Source: an optimization exercise on an open RTL-to-GDS flow (aim: small area, a short achievable clock period and few clock cycles). Production flows keep margins and buffers that such runs may drop. In this exercise RTL edits were held to simulation tests only and were not proved equivalent to the original.

===== config.mk =====
export PLATFORM = sky130hd
export DESIGN_NAME = top
export DESIGN_NICKNAME = top
export VERILOG_FILES = /design/flow/design.v
export SDC_FILE = /design/flow/constraint.sdc
export NUM_CORES = 4
export LEC_CHECK = 0
export CAP_MARGIN = 20
export CORE_MARGIN = 2
export CORE_UTILIZATION = 40
export SLEW_MARGIN = 20

===== constraint.sdc =====
create_clock -name core_clock -period 100.0 [get_ports {clk}]
set_input_delay 20.0000 -clock core_clock [delete_from_list [all_inputs] [get_ports {clk}]]
set_output_delay 20.0000 -clock core_clock [all_outputs]
set_load 0.01 [all_outputs]

===== design.v =====
        module sqrt(
            input clk,
            input rst,
            input [31:0] in_data,
            input en,
            output out_valid,
            output [11:0] out_data
        );
reg [11:0] out_data_true;
reg [11:0] out_data_true_next;
reg out_valid_true;
reg out_valid_true_next;
reg [7:0] integer_parts;
reg [7:0] integer_parts_next;
reg [3:0] fraction_parts;
reg [3:0] fraction_parts_next;
reg integer_trigger;
reg [7:0] temp1;
reg [15:0] temp2;
reg [31:0] temp_result;
reg [31:0] difference;
reg [31:0] last_temp_result;
reg [7:0] last_integer_parts;
reg [3:0] last_fraction_parts;
always @(posedge clk or posedge rst)
begin
    if (rst)
    begin
        out_valid_true <= 0;
    end
    else if(en)
        out_valid_true <= out_valid_true_next;
    else
        out_valid_true <= 0;
end
always @(posedge clk or posedge rst)
begin
    if (rst)
    begin
        out_data_true <= 0;
    end
    else if(en)
        out_data_true <= out_data_true_next;
    else
        out_data_true <= 0;
end
always @(posedge clk or posedge rst)
begin
    if(rst)
        fraction_parts <= 0;
    else if(en)
        fraction_parts <= fraction_parts_next;
    else
        fraction_parts <= 0;
end
always @(*)
begin  
    if (fraction_parts < 15)
    begin
        fraction_parts_next = fraction_parts + 1;
        integer_trigger = 0;
    end
    else
    begin
        fraction_parts_next = 0;
        integer_trigger = 1;
    end
end
always @(posedge clk or posedge rst)
begin
    if(rst)
        integer_parts <= 0;
    else if(en == 1 && integer_trigger == 1)
        integer_parts <= integer_parts_next;
    else if(en == 1 && integer_trigger != 1)
        integer_parts <= integer_parts;
    else
        integer_parts <= 0;
end
always @(*)
begin  
    if (integer_parts < 256)
        integer_parts_next = integer_parts + 1;
    else
        integer_parts_next = 0;
end
always @(posedge clk) begin
    last_temp_result <= temp_result;
    last_fraction_parts <= fraction_parts;
    last_integer_parts  <= integer_parts;
end
always @(*) begin
    difference = in_data - last_temp_result;
end
always @(*)
begin
    temp1 = fraction_parts * fraction_parts;
    temp2 = integer_parts * integer_parts;
    temp_result = {temp2,8'b0} + temp1 +2*{integer_parts,4'b0}*fraction_parts;
    if (in_data == temp_result)
    begin
        out_data_true_next = {integer_parts,fraction_parts};
        out_valid_true_next = 1;
    end
    else if (in_data > temp_result )
    begin
        out_data_true_next = {integer_parts,fraction_parts};
        out_valid_true_next = 0;
    end
    else
    begin
        if(difference > temp_result - in_data)
        begin
            out_data_true_next = {integer_parts,fraction_parts};
            out_valid_true_next = 1;
        end
        else begin
            out_data_true_next = {last_integer_parts,last_fraction_parts};
            out_valid_true_next = 1;
        end
    end
end
assign out_data = out_data_true;    
assign out_valid = out_valid_true;
endmodule
module top(
           input clk,
           input rst,
           input [7:0] in_data,
           input in_valid,
           input storage_reset,
           output [11:0] out_data,
           output out_valid,
           output in_rdy,
           output [1:0] err_data,
           output err_valid
       );
reg [2:0] current_state,next_state;
reg [7:0] rdy_data;
reg [24:0] square_result;
reg [24:0] square_result_next;
reg [8:0] count;
reg [8:0] count_next;
reg [11:0] out_data_reg;
reg in_rdy_reg;
wire [31:0] divide_result;
reg [31:0] divide_result_reg;
wire [11:0] ROOT;
wire en;
wire out_valid_reg1;
reg out_valid_reg;
reg  en_reg;
reg  en_add_reg;
sqrt U0(.clk(clk),.rst(rst),.in_data(divide_result),.en(en),.out_valid(out_valid_reg1),.out_data(ROOT));
parameter RESET=0,READY=1, INPUT=2,CALCULATE=3,OUTPUT=4;
always@(posedge clk or posedge rst)
begin
    if(rst)
        current_state <= RESET;
    else
        current_state <= next_state;
end
always@(*)
begin
    case(current_state)
        RESET :
            next_state = (rst == 0)?READY:RESET;
        READY :
            next_state = (in_valid == 0)?READY:INPUT;
        INPUT :
            next_state = (in_valid == 1)?INPUT:CALCULATE;
        CALCULATE:
            next_state = (out_valid_reg1 == 1)?OUTPUT:CALCULATE;
        OUTPUT:
            next_state = READY;
        default:
            next_state = READY;
    endcase
end
always@(*)
begin
    case(current_state)
        RESET:
        begin
            in_rdy_reg = 0;
            en_add_reg = 0;
            out_valid_reg = 0;
            en_reg = 0;
        end
        READY:
        begin
            in_rdy_reg = 1;
            en_add_reg = 0;
            out_valid_reg = 0;
            en_reg = 0;
        end
        INPUT:
        begin
            in_rdy_reg = 0;
            out_valid_reg = 0;
            en_add_reg = 1;
            en_reg = 0;
        end
        CALCULATE:
        begin
            in_rdy_reg = 0;
            en_add_reg = 0;
            out_valid_reg = 0;
            en_reg = 1;
        end
        OUTPUT:
        begin
            in_rdy_reg = 0;
            en_add_reg = 0;
            out_valid_reg = 1;
            en_reg = 0;
        end
        default:
        begin
            in_rdy_reg = 0;
            en_add_reg = 0;
            out_valid_reg = 0;
            en_reg = 0;
        end
    endcase
end
always @(posedge clk or posedge rst)
begin
    if(rst)
        square_result <= 0;
    else if (storage_reset == 1)
        square_result <= (next_state == INPUT) ? rdy_data * rdy_data : 25'd0;
    else if(next_state == INPUT)
        square_result <= square_result_next;
    else
        square_result <= square_result;
end
always @(*)
begin  
    rdy_data = in_data;
    square_result_next = square_result + rdy_data * rdy_data;
end
always @(posedge clk or posedge rst)
begin
    if(rst)
        count <= 0;
    else if (storage_reset == 1)
        count <= (next_state == INPUT) ? 9'd1 : 9'd0;
    else if(next_state == INPUT)
        count <= count_next;
    else
        count <= count;
end
always @(*)
begin  
    count_next = count + 1;
end
always @(*)
begin
    divide_result_reg = ({square_result, 8'b0}) / count;
end
always @(posedge clk)
begin
    out_data_reg <= ROOT;
end
assign divide_result = divide_result_reg;
assign en = en_reg;
assign out_valid = out_valid_reg;
assign out_data = out_data_reg;
assign in_rdy = in_rdy_reg;
assign err_data = 0;
assign err_valid = 0;
endmodule

===== run.sh =====
#!/bin/bash
# synth_recipe.tcl (not shown) runs the flow's synth.tcl, then flattens the netlist and writes it again
# the make line also repeats each setting of config.mk as NAME=value (left out here)
make -C /OpenROAD-flow-scripts/flow DESIGN_CONFIG=/design/flow/config.mk WORK_HOME=/design/flow/orfs CLKGATE_MAP_FILE= SYNTH_SCRIPT=/design/flow/synth_recipe.tcl finish

==> results.yml <==
sta:
  period_share_pct: 92.8
  hold_viol: 0
  tns_ps: 0
  drv_slew: 0
  worst_pin_slew_ps: 1060
  fin_skew_ps: 15.4
  setup_ws_ps: 7190
  fmax_ghz: 0.0108
  slew_headroom_pct: 27.2
  setup_viol: 0
  min_period_ps: 92810
global_route:
  grt_max_degree: 50
  grt_usage_pct: 23.2
  antenna_found_initial: 0
  grt_remaining_overflow: 0
  grt_pass1_wl_mm: 165
  grt_pass1_vias: 31360
worst_setup_path:
  arrival_ps: 93080
  crit_top_cell: "o21a_1"
  r2r_start: "count[8]"
  cp_max_fo: 23
  end_kind: "register"
  cpPeakStageDelay_ps: 640
  r2r_slack_ps: 7190
  slowest_stage: "or4_1"
  crit_required_ps: 100270
  path_delay_family: "compound AO/OA/AOI/OAI gates"
  crit_type: "reg2reg"
  startpoint: "count[8]"
  critPathBufInv: 41
  start_kind: "register"
detailed_routing:
  drtIter0Drc: 2568
  drcViolationCount: 0
  drt_pass1_iterations: 7
  drtAntennaViolNets: 0
  via_count: 33731
  drt-met1-wl_mm: 50.4
  drt-total-wl_mm: 103
  wire_per_inst_um: 18.2
  wl_met2_mm: 46.7
  met3_length_mm: 4.58
  dr.max_layer_used: "met4"
  avgViaCountPerCell: 5.96
layout:
  top_register: "square_result"
  drive_gt1_share_pct: 8.13
  areaGrowthSynthToFinish_pct: 6.91
  largestRegisters: "square_result: 25 flops, U0.last_temp_result: 23 flops"
  design_area_um2: 35900
  largest_register_ffs: 25
  final_util_pct: 43.1
  nNetsFinal: 5103
logic_synthesis:
  synth_enable_flop_cells: 0
  synth_cells: 4597
  async_flop_share_pct: 56.9
  syn-cell-area_um2: 33600
  avgSynthCellArea_um2: 7.31
  synthDistinctLibCells: 129
  seq_area_frac_synth_pct: 7.42
  ys_seq_elements: 109
  synth_ff_type: "dfrtp_1"
  synth-warning-count: 2
die:
  die_y_um: 294
  die_area_um2: 86300
  die_x_um: 294
  io_pins: 29
  start_util_pct: 40.3
  core_area_um2: 83400
  row_count: 106
clock_tree:
  clk_latency_ps: 400
  clock_path_buffers: 2
  cts_tree: "built"
  root_buffer: "clkbuf_16"
  cts_buffers: 9
  htreeDepth: 3
  clkSlewWorstSetupHoldPaths_ps: 90
  clock-sinks: 109
placement:
  postPlaceCellArea_um2: 34900
  port_buffers: 25
  dp_slack_ps: -1730
  gp_congestion: 0.938
  dp_hpwl_mm: 82.3
worst_hold_path:
  hold_path_startpoint: "U0.out_data_true[9]"
  min_path_type: "reg2reg"
job:
  max_cap_viol_count: 0
run_status:
  outcome: "finished clean"
## cells by family after synthesis
logic type,count (synthesis),synth area share [%]
AOI/OAI and AO/OA,1382,28.2
xor gates and xnor gates,346,9.04
adders and majority gates,521,20.8
buffers and inverters,439,5.18
DFF,109,7.42
muxes,116,3.68
other,2,0.0224
and+or+nand+nor,1682,25.6
## layer usage
| metal | vias up | track usage [%] |
|---|---|---|
| li1 | 16873 | - |
| met1 | 15884 | 33.1 |
| met2 | 864 | 38.0 |
| met3 | 110 | 2.08 |
| met4 | 0 | 4.26 |
| met5 | - | 0 |
## through the flow
stage                     cells  hold slack (ps)
after floorplan            4600              324
after global placement     5595              325
after detailed placement   5595              329
after CTS                  5612              340
after global routing       5657              345
final                      5659              339
## cell usage in the layout, fill, tap and decap left out, types with 16 or more instances in the layout
master | synthesis | layout
or2_2 | 41 | 39
o21bai_1 | 55 | 55
o21ai_0 | 205 | 202
nor3_1 | 194 | 191
or3_1 | 42 | 42
o31ai_1 | 88 | 86
o21a_1 | 146 | 146
dfxtp_1 | 47 | 47
a21o_1 | 136 | 135
inv_1 | 280 | 270
nor4_1 | 25 | 24
nor2b_1 | 45 | 44
nand3_1 | 137 | 135
dfrtp_1 | 62 | 62
nand2b_1 | 67 | 66
buf_4 | 8 | 77
a21oi_1 | 335 | 324
clkdlybuf4s50_1 | 0 | 24
a211oi_1 | 34 | 32
nor2_1 | 413 | 404
nand4_1 | 70 | 70
ha_1 | 454 | 454
and2_1 | 95 | 92
a31oi_1 | 58 | 55
nand2_1 | 357 | 350
mux2i_1 | 64 | 62
nor3b_1 | 16 | 16
and3_1 | 52 | 51
fa_1 | 65 | 65
mux2_2 | 48 | 48
o21ai_1 | 19 | 19
xor2_1 | 120 | 120
xnor2_1 | 225 | 225
o22ai_1 | 25 | 25
o211ai_1 | 45 | 45
## worst paths after layout
kind                                             to  cells past startpoint
worst min register to register      out_data_reg[9]                      0
max in group asynchronous         square_result[23]                      3
worst max register to register  U0.out_data_true[9]                    480
worst max-delay path            U0.out_data_true[9]                    480
worst min-delay path                out_data_reg[9]                      0
min in group asynchronous                  count[0]                      2
## area by class of cell
class / count / area, um^2
antenna: 2 / 5.00
clock buffer: 10 / 229
clock inverter: 6 / 56.3
fill: 8604 / 47500
inverter: 294 / 1150
multi-input combinational: 4052 / 29800
sequential: 109 / 2490
tap: 1080 / 1350
timing repair buffer: 105 / 860
timing repair inverter: 1 / 5.00
## synthesized netlist by cell type, types with 95 or more instances
master   number  area (um^2)
and2_1       95          594
inv_1       280         1050
ha_1        454         5680
nand2_1     357         1340
nor2_1      413         1550
xor2_1      120         1050
a21oi_1     335         1680
o21a_1      146         1100
nor3_1      194          971
a21o_1      136         1020
nand3_1     137          686
o21ai_0     205         1030
xnor2_1     225         1970
## timing repair
item | in CTS | in global routing
endpoints found under the setup margin | 12 | 13
pin swaps | 2 | 14
gates resized for setup | 14 | 100
hold buffers | 0 | 0
cloned | 0 | 2
buffers inserted | 1 | 43
Testbench counts, summed over its fixed seeds: cycles 359,509.

afterwards: timing with drivers on the ports:
The results above use ideal ports. As a check the final layout listed here was re-extracted and re-timed, cells and wires unchanged.
Step 1, drivers: a clkbuf_16 drives clk and a buf_2 each remaining input, both assumed.
Step 2, shift: input delay + t, output delay - t, t = (earliest + latest rising clock arrival at the registers) / 2. This alone moves slack from input paths to output paths.
Slacks: ideal / step 1 / step 2; pairs: ideal / step 1.
t (ns): 0.452
slack for setup (ns): 7.189 / 7.189 / 7.189
hold WS [ns]: 0.339 / 0.339 / 0.339
worst data-port slew with drivers (ns): 0.07
After both steps setup and hold are still met in this run. For this run, drivers alone change the setup slack by 0.000 ns; drivers and shift together by 0.000 ns.
